Background: an optimization exercise with open tools, aiming at small area. Do not read the settings as production practice.
Only simulation tests tie the RTL to the original design; equivalence was not proved.
Power and IR drop assume default switching activity.

run 1:
// mtm_Alu
module mtm_Alu (
    input  wire clk,    
    input  wire rst_n,  
    input  wire sin,    
    output wire sout    
);
localparam [1:0] RX = 2'd0, CP = 2'd1, TX = 2'd2, TE = 2'd3;
reg  [1:0]  ph;
reg  [3:0]  bc;
reg  [3:0]  fc;
reg  [64:0] q;       
reg         p;       
reg         ls, rs;  
reg         up;      
reg         sd;      
reg         dly;     
reg         t;       
reg  [3:0]  crc;     
reg         op2, op0;
reg         cf;      
reg         ov;      
wire rx = (ph == RX);
wire cp = (ph == CP);
wire tx = (ph == TX);
wire te = (ph == TE);
wire pay   = !bc[3];                 
wire b7    = (bc == 4'd7);
wire b8    = (bc == 4'd8);
wire full  = !fc[3] && fc[2] && fc[1];  
wire tend  = tx && b8 && fc[2] && fc[0];
wire eend  = te && b8;
wire a   = q[0] ^ p;
wire b   = q[32] ^ p;
wire c   = op2 ? (a ^ b ^ cf) : (op0 ? (a | b) : (a & b));
wire cfn = op2 & (((a ^ op0) & b) | (((a ^ op0) | b) & cf));
wire step = cp && rs && !up;    
reg  tbit;
always @* begin
    if (te)
        case ({t && full, dly})
            2'b11:   tbit = 8'b11001001 >> bc[2:0];    
            2'b10:   tbit = 8'b10100101 >> bc[2:0];    
            default: tbit = 8'b10010011 >> bc[2:0];    
        endcase
    else if (fc[2])
        tbit = (bc[2:0] == 3'd0) ? 1'b0 : (bc[2:0] == 3'd4) ? (q[63] ^ p) :
               bc[2] ? crc[2] : cf;    
    else
        tbit = q[31] ^ p;
end
wire cd  = tx ? tbit : (sin | (t && bc == 4'd0));
wire cfb = cd ^ (tx ? crc[2] : crc[3]);
wire crc_ok = (crc[2:0] == 3'd0) && !cfb;
wire push = rx && !t && (pay || (b8 && dly));
wire txsh = tx && pay && !fc[2];
wire up_n = ls && !push && !txsh;
reg  [1:0] ph_n;
reg  [3:0] bc_n, fc_n;
always @* begin
    ph_n = ph;
  ...
Size in the first run: ~90 flip-flops, ~3500 µm² of cells after synthesis.
export LEC_CHECK = 0
export ABC_AREA = 1
export CAP_MARGIN = 20
export CORE_MARGIN = 2
export CORE_UTILIZATION = 40
export SLEW_MARGIN = 20
create_clock -name core_clock -period 8.0 [get_ports {clk}]
standard.sh (not shown) runs the stock make flow with config.mk's settings and CLKGATE_MAP_FILE= SYNTH_SCRIPT=/design/flow/synth_recipe.tcl, a recipe that flattens the netlist after the stock synthesis.
==> flow/flow/run.sh <==
#!/bin/bash
# The standard layout (standard.sh, standard synthesis unchanged), with two changes:
# clock tree synthesis adds no dummy loads, and the port buffers are buf_1 cells.
# make's output goes to standard.log; each step's full log stays under orfs/logs.
set -euo pipefail
export CTS_ARGS="-sink_clustering_enable -repair_clock_nets -dont_use_dummy_load"
export BUFFER_PORTS_ARGS="-buffer_cell sky130_fd_sc_hd__buf_1"
bash standard.sh > standard.log 2>&1
Run 1: no failed stages, no open violations at the end
Modified inputs, run 2 compared to run 1
diff --git a/flow/flow/run.sh b/flow/flow/run.sh
--- a/flow/flow/run.sh
+++ b/flow/flow/run.sh
@@ -5,3 +5,3 @@
 set -euo pipefail
-export CTS_ARGS="-sink_clustering_enable -repair_clock_nets -dont_use_dummy_load"
+export CTS_ARGS="-sink_clustering_enable -repair_clock_nets -dont_use_dummy_load -buf_list sky130_fd_sc_hd__clkbuf_4 -root_buf sky130_fd_sc_hd__clkbuf_8"
 export BUFFER_PORTS_ARGS="-buffer_cell sky130_fd_sc_hd__buf_1"
Run 2 -> run 1: met3 layer usage reported by global route flat
Remaining number of nets flagged by the antenna check after routing came out exactly the same in run 1 and run 2.
Run 1 -> run 2: multi-input gate share of total cell area delta 0, exact match
Overall power came out exactly the same in run 1 and run 2.
Comparing run 2 against run 1, there is no change at all in worst setup slack.
From run 1 to run 2, post-route worst hold slack did not move at all.
Run 2 -> run 1: number of diodes delta 0, exact match
Run 2 finished every stage and its layout cleared the timing, DRC and antenna checks.
Number of standard cells in the final layout excluding fillers delta (run 1 -> run 2): insignificant
Diff run 1..run 2 | post-route core utilization | unchanged
Routed wire length on met3: run 2 vs run 1 identical
diff inputs: run 2 => run 3
Settings: ABC_AREA: 1 -> unset.
diff --git a/flow/flow/run.sh b/flow/flow/run.sh
--- a/flow/flow/run.sh
+++ b/flow/flow/run.sh
@@ -5,3 +5,3 @@
 set -euo pipefail
-export CTS_ARGS="-sink_clustering_enable -repair_clock_nets -dont_use_dummy_load -buf_list sky130_fd_sc_hd__clkbuf_4 -root_buf sky130_fd_sc_hd__clkbuf_8"
+export CTS_ARGS="-sink_clustering_enable -repair_clock_nets -dont_use_dummy_load"
 export BUFFER_PORTS_ARGS="-buffer_cell sky130_fd_sc_hd__buf_1"
--- outcome ---
The data-path buffer share of cell area in the final layout of run 2 and that of run 3 are within noise of each other. Arrival time reported for the critical path endpoint in run 3 is 350 ps above run 2. On run 3: core box area is 0.50% higher than what run 2 gave. From run 2 to run 3 the numbers moved as follows: final worst slack shows a reduction of 340 ps; compound-gate portion of the synthesized area +4.1 points; total number of vias dropped 3.3%.
The following lists how run 4 was set up differently from run 3:
Settings: putting ABC_AREA at 1 where nothing was set.
diff --git a/flow/flow/run.sh b/flow/flow/run.sh
--- a/flow/flow/run.sh
+++ b/flow/flow/run.sh
@@ -5,3 +5,3 @@
 set -euo pipefail
-export CTS_ARGS="-sink_clustering_enable -repair_clock_nets -dont_use_dummy_load"
+export CTS_ARGS="-sink_clustering_enable -repair_clock_nets -dont_use_dummy_load -buf_list {sky130_fd_sc_hd__clkbuf_4 sky130_fd_sc_hd__clkbuf_8}"
 export BUFFER_PORTS_ARGS="-buffer_cell sky130_fd_sc_hd__buf_1"
[summary]
Run 3 -> run 4: core utilization flat
Sum of routed wire length over all layers in run 4 is about 2.2% below run 3.
Run 3: PASS, flow complete, no timing, DRC or antenna violations
Run 4: flow completed, timing, DRC and antenna clean
Multi-input gate area in the final layout (run 4 vs. run 3) decreases by a little under 10%
Comparing run 3 and run 4, the lower fraction of layout instances using a drive strength above 1 was measured on run 3.
From run 4 to run 3, total global routing overflow did not move at all.
Final instance area came out lower on run 4 than on run 3.
Taking run 3 as the reference point, the worst hold margin of run 4 falls by 32 ps.

## static timing again, ports no longer ideal
No port has a modelled driver above. Below, the same layouts with a new extraction and two added sets of constraints. Step 1 (the two cells are an assumption about what drives the block):
set clk [get_ports {clk}]
set_driving_cell -lib_cell sky130_fd_sc_hd__clkbuf_16 $clk
set_driving_cell -lib_cell sky130_fd_sc_hd__buf_2 [delete_from_list [all_inputs] $clk]
Step 2 moves the port delays by t, midway between the first and last clock arrival at a register: inputs arrive t later, outputs are due t later. That takes back most of the time a late clock gives input paths. Three values: no drivers, after step 1, after step 2; two values: the first two.
run | t, ns | setup slack, ns | hold WS [ns] | slew at the worst register clock pin (ns) | cell pins on the clock port's net
run 1 | 0.373 | 4.369 / 4.334 / 4.707 | 0.396 / 0.396 / 0.396 | 0.09 / 0.09 | 1
run 2 | 0.373 | 4.369 / 4.334 / 4.707 | 0.396 / 0.396 / 0.396 | 0.09 / 0.09 | 1
run 3 | 0.365 | 4.024 / 3.994 / 4.359 | 0.428 / 0.428 / 0.428 | 0.09 / 0.09 | 1
run 4 | 0.373 | 4.369 / 4.334 / 4.707 | 0.396 / 0.396 / 0.396 | 0.09 / 0.09 | 1
After both steps setup and hold are still met in every run listed.
